From an optimization exercise on the open Yosys and OpenROAD flow, aimed at small area; shortcuts taken in it are not production practice. At most, simulation tests tie the RTL to the original design; equivalence was not proved. No activity file was given, so power comes from the tool's default toggle rates.

==> run a: inputs <==
Design efpga_macc_pipe_regi, start of the top module:
module efpga_macc_pipe_regi
  # (
     parameter INPUT_WIDTH = 18,
     parameter OUTPUT_WIDTH = 40
     )
   (
    input             clk,
    input             resetn,
    input [17:0]      a,
    input [17:0]      b,
    output reg [39:0] y
    );
   reg [17:0] a_r;       
   reg [19:1] nt_r;      
   reg [8:0]  s1_r;      
   reg [8:0]  s2_r;      
   reg [8:0]  ns3_r;     
   reg [35:0] p_r;       
   wire t_s1, t_c1;
   macc_ha t_ha1 (.a(a[1]), .b(a[0]), .s(t_s1), .co(t_c1));
   wire t_s2, t_c2;
   macc_fa t_fa2 (.a(a[2]), .b(a[1]), .c(t_c1), .s(t_s2), .co(t_c2));
   wire t_s3, t_c3;
   macc_fa t_fa3 (.a(a[3]), .b(a[2]), .c(t_c2), .s(t_s3), .co(t_c3));
   wire t_s4, t_c4;
   macc_fa t_fa4 (.a(a[4]), .b(a[3]), .c(t_c3), .s(t_s4), .co(t_c4));
   wire t_s5, t_c5;
   macc_fa t_fa5 (.a(a[5]), .b(a[4]), .c(t_c4), .s(t_s5), .co(t_c5));
   wire t_s6, t_c6;
   macc_fa t_fa6 (.a(a[6]), .b(a[5]), .c(t_c5), .s(t_s6), .co(t_c6));
   wire t_s7, t_c7;
   macc_fa t_fa7 (.a(a[7]), .b(a[6]), .c(t_c6), .s(t_s7), .co(t_c7));
   wire t_s8, t_c8;
   macc_fa t_fa8 (.a(a[8]), .b(a[7]), .c(t_c7), .s(t_s8), .co(t_c8));
   wire t_s9, t_c9;
   macc_fa t_fa9 (.a(a[9]), .b(a[8]), .c(t_c8), .s(t_s9), .co(t_c9));
   wire t_s10, t_c10;
   macc_fa t_fa10 (.a(a[10]), .b(a[9]), .c(t_c9), .s(t_s10), .co(t_c10));
   wire t_i11 = ~t_s1;
   wire t_i12 = ~t_s2;
   wire t_i13 = ~t_s3;
   wire t_i14 = ~t_s4;
   wire t_i15 = ~t_s5;
   wire t_i16 = ~t_s6;
   wire t_i17 = ~t_s7;
   wire t_i18 = ~t_s8;
   wire t_i19 = ~t_s9;
   wire t_i20 = ~t_s10;
   wire t_s21, t_c21;
   macc_ha t_ha21 (.a(a[11]), .b(a[10]), .s(t_s21), .co(t_c21));
   wire t_s22, t_c22;
   macc_fa t_fa22 (.a(a[12]), .b(a[11]), .c(t_c21), .s(t_s22), .co(t_c22));
   wire t_s23, t_c23;
   macc_fa t_fa23 (.a(a[13]), .b(a[12]), .c(t_c22), .s(t_s23), .co(t_c23));
   wire t_s24, t_c24;
   macc_fa t_fa24 (.a(a[14]), .b(a[13]), .c(t_c23), .s(t_s24), .co(t_c24));
   wire t_s25, t_c25;
   macc_fa t_fa25 (.a(a[15]), .b(a[14]), .c(t_c24), .s(t_s25), .co(t_c25));
   wire t_s26, t_c26;
  ...
clock: 6.5 ns
lec_check: 0
cap_margin: 0
core_margin: 2
core_utilization: 40
gpl_timing_driven: 0
slew_margin: 0
synth_hierarchical: 1
buffer_ports_args: -buffer_cell sky130_fd_sc_hd__buf_1
cts_args: -sink_clustering_enable -repair_clock_nets -dont_use_dummy_load -buf_list sky130_fd_sc_hd__clkbuf_8
standard.sh (not shown) runs the stock make flow with config.mk's settings and CLKGATE_MAP_FILE= SYNTH_SCRIPT=/design/flow/synth_recipe.tcl, a recipe that flattens the netlist after the stock synthesis.
==> flow/flow/run.sh <==
#!/bin/bash
# Layout flow: the standard flow (standard.sh) with its synthesis unchanged,
# and these changes to how the layout is made:
#  - after synthesis, combinational cells that synthesis sized up are swapped
#    for the smallest cell of the same function (flow/downsize.tcl); the
#    flow's own timing repair sizes up again what needs it;
#  - the buffers that global placement puts on every input and output port
#    are sky130_fd_sc_hd__buf_1;
#  - clock tree synthesis inserts no dummy loads (CTS_EXTRA below).
# Each tool's output goes to a log of its own in this folder; ORFS also keeps
# each step's log under orfs/logs.
set -euo pipefail
cd "$(dirname "$0")/.."
CTS_EXTRA="-buf_list sky130_fd_sc_hd__clkbuf_8"
cat >> config.mk <<EOF
export BUFFER_PORTS_ARGS = -buffer_cell sky130_fd_sc_hd__buf_1
export CTS_ARGS = -sink_clustering_enable -repair_clock_nets -dont_use_dummy_load $CTS_EXTRA
EOF
bash standard.sh synth > synth.log 2>&1
DOWNSIZE_ODB=orfs/results/$FLOW_PLATFORM/efpga_macc_pipe_regi/base/1_synth.odb \
LIB=$FLOW_HOME/platforms/$FLOW_PLATFORM/lib/sky130_fd_sc_hd__tt_025C_1v80.lib \
  openroad -no_init -exit flow/downsize.tcl > downsize.log 2>&1
bash standard.sh > layout.log 2>&1
==> flow/flow/downsize.tcl <==
# Swap every combinational cell that synthesis sized up for the smallest cell
# of the same function (same name up to the drive-strength suffix). Registers
# are left alone. Timing repair later in the flow sizes up what needs it.
set odb $::env(DOWNSIZE_ODB)
read_liberty $::env(LIB)
read_db $odb
set block [ord::get_db_block]
set n 0
foreach inst [$block getInsts] {
  set m [[$inst getMaster] getName]
  if {![regexp {^(sky130_fd_sc_hd__([a-z0-9]+))_([0-9]+)$} $m -> base fn drive]} { continue }
  if {[regexp {^(df|sdf|edf|dl|sdl|clk|buf|conb|tap|fill|decap|lpflow|diode|probe|mux4|inv)} $fn]} { continue }
  if {$drive <= 1} { continue }
  foreach cand [list ${base}_1 ${base}_0] {
    set cm [[ord::get_db] findMaster $cand]
    if {$cm ne "NULL"} {
      $inst swapMaster $cm
      incr n
      break
    }
  }
}
puts "downsize: swapped $n instances"
write_db $odb
==> run b (differences from run a) <==
--- a/flow/design.v
+++ b/flow/design.v
@@ -857,26 +857,26 @@
    macc_ha m_ha328 (.a(m_s285), .b(m_c296), .s(m_s328), .co(m_c328));
    wire m_r329 = m_s296 ^ m_k327;
    wire m_r330 = m_s328 ^ (m_k327 & m_s296);
    wire m_p331 = m_s296 & m_s328;
    wire m_k332 = m_c328 | (m_p331 & m_k327);
    wire m_s333, m_c333;
    macc_ha m_ha333 (.a(m_c297), .b(m_s298), .s(m_s333), .co(m_c333));
-   wire m_r334 = m_s297 ^ m_k332;
-   wire m_r335 = m_s333 ^ (m_k332 & m_s297);
-   wire m_p336 = m_s297 & m_s333;
-   wire m_k337 = m_c333 | (m_p336 & m_k332);
-   wire m_s338, m_c338;
-   macc_ha m_ha338 (.a(m_s287), .b(m_c298), .s(m_s338), .co(m_c338));
-   wire m_s339, m_c339;
-   macc_fa m_fa339 (.a(m_c287), .b(m_s288), .c(m_c338), .s(m_s339), .co(m_c339));
-   wire m_r340 = m_s338 ^ m_k337;
-   wire m_r341 = m_s339 ^ (m_k337 & m_s338);
-   wire m_p342 = m_s338 & m_s339;
-   wire m_k343 = m_c339 | (m_p342 & m_k337);
+   wire m_s334, m_c334;
+   macc_fa m_fa334 (.a(m_s287), .b(m_c298), .c(m_c333), .s(m_s334), .co(m_c334));
+   wire m_r335 = m_s297 ^ m_k332;
+   wire m_r336 = m_s333 ^ (m_k332 & m_s297);
+   wire m_p337 = m_s297 & m_s333;
+   wire m_r338 = m_s334 ^ (m_k332 & m_p337);
+   wire m_p339 = m_p337 & m_s334;
+   wire m_k340 = m_c334 | (m_p339 & m_k332);
+   wire m_s341, m_c341;
+   macc_ha m_ha341 (.a(m_c287), .b(m_s288), .s(m_s341), .co(m_c341));
+   wire m_r342 = m_s341 ^ m_k340;
+   wire m_k343 = m_c341 | (m_s341 & m_k340);
    wire m_s344, m_c344;
    macc_ha m_ha344 (.a(m_c304), .b(m_s300), .s(m_s344), .co(m_c344));
    wire m_r345 = m_s299 ^ m_k343;
    wire m_r346 = m_s304 ^ (m_k343 & m_s299);
    wire m_p347 = m_s299 & m_s304;
    wire m_r348 = m_s344 ^ (m_k343 & m_p347);
    wire m_p349 = m_p347 & m_s344;
@@ -914,15 +914,15 @@
    wire m_s376, m_c376;
    macc_ha m_ha376 (.a(m_q179), .b(m_c281), .s(m_s376), .co(m_c376));
    wire m_r377 = m_s281 ^ m_k375;
    wire m_r378 = m_s376 ^ (m_k375 & m_s281);
    wire m_p379 = m_s281 & m_s376;
    wire m_k380 = m_c376 | (m_p379 & m_k375);
    wire m_r381 = m_q180 ^ m_k380;
-   wire [35:0] p_in = {m_r381, m_r378, m_r377, m_r373, m_r372, m_r368, m_r367, m_r363, m_r362, m_r358, m_r357, m_r353, m_r352, m_r348, m_r346, m_r345, m_r341, m_r340, m_r335, m_r334, m_r330, m_r329, m_r325, m_r324, m_r320, m_r319, m_r315, m_r314, m_s312, m_s311, m_s310, m_s309, m_s308, m_s307, m_q2, m_q1};
+   wire [35:0] p_in = {m_r381, m_r378, m_r377, m_r373, m_r372, m_r368, m_r367, m_r363, m_r362, m_r358, m_r357, m_r353, m_r352, m_r348, m_r346, m_r345, m_r342, m_r338, m_r336, m_r335, m_r330, m_r329, m_r325, m_r324, m_r320, m_r319, m_r315, m_r314, m_s312, m_s311, m_s310, m_s309, m_s308, m_s307, m_q2, m_q1};
    wire y_s1, y_c1;
    macc_ha y_ha1 (.a(y[0]), .b(p_r[0]), .s(y_s1), .co(y_c1));
    wire y_s2, y_c2;
    macc_fa y_fa2 (.a(y[1]), .b(p_r[1]), .c(y_c1), .s(y_s2), .co(y_c2));
    wire y_s3, y_c3;
    macc_fa y_fa3 (.a(y[2]), .b(p_r[2]), .c(y_c2), .s(y_s3), .co(y_c3));
    wire y_s4, y_c4;
==> comparison <==
- Worst hold slack: run b is higher than run a (0.0075 ns).
- Core utilization: run a is lower than run b (0.40 points).
- In run a the clock skew is higher than in run b, by 0.00076 ns.
- In fmax, run a and run b hardly differ.
- Synthesized cell count is the same in run b and run a.
- Setup slack: run b is higher than run a (0.0077 ns).
- Between run b and run a, the lower power is in run a (gap about 1.1%, measured against run a).
- Against run b, the sequential share of layout area of run a is lower by 0.20 points.
- Of run b and run a, run b has the higher non-clock buffer count (gap 5).
The RTL of run b was laid out without a check of its function.

==> what the ideal ports hide <==
The flow's constraints put no driver on any port. The routed layouts listed below were extracted and timed again, unchanged, in two steps.
Step 1 assumes that a clkbuf_16 drives the clock port and a buf_2 every other input.
Step 2 times the ports against the registers' clock, not the clock port: input delays grow and output delays shrink by t, the midpoint of the rising clock arrivals with the driver on.
Three values: ideal, step 1, step 2; two values: the first two.
| run | t, ns | slack for setup (ns) | latest minus earliest clock arrival (ns) | worst slew at a driven data input, ns |
|---|---|---|---|---|
| run a | 0.490 | 0.264 / 0.264 / 0.264 | 0.040 / 0.040 | 0.04 |
| run b | 0.474 | 0.271 / 0.271 / 0.271 | 0.039 / 0.039 | 0.04 |
After both steps every run listed still meets setup and hold.
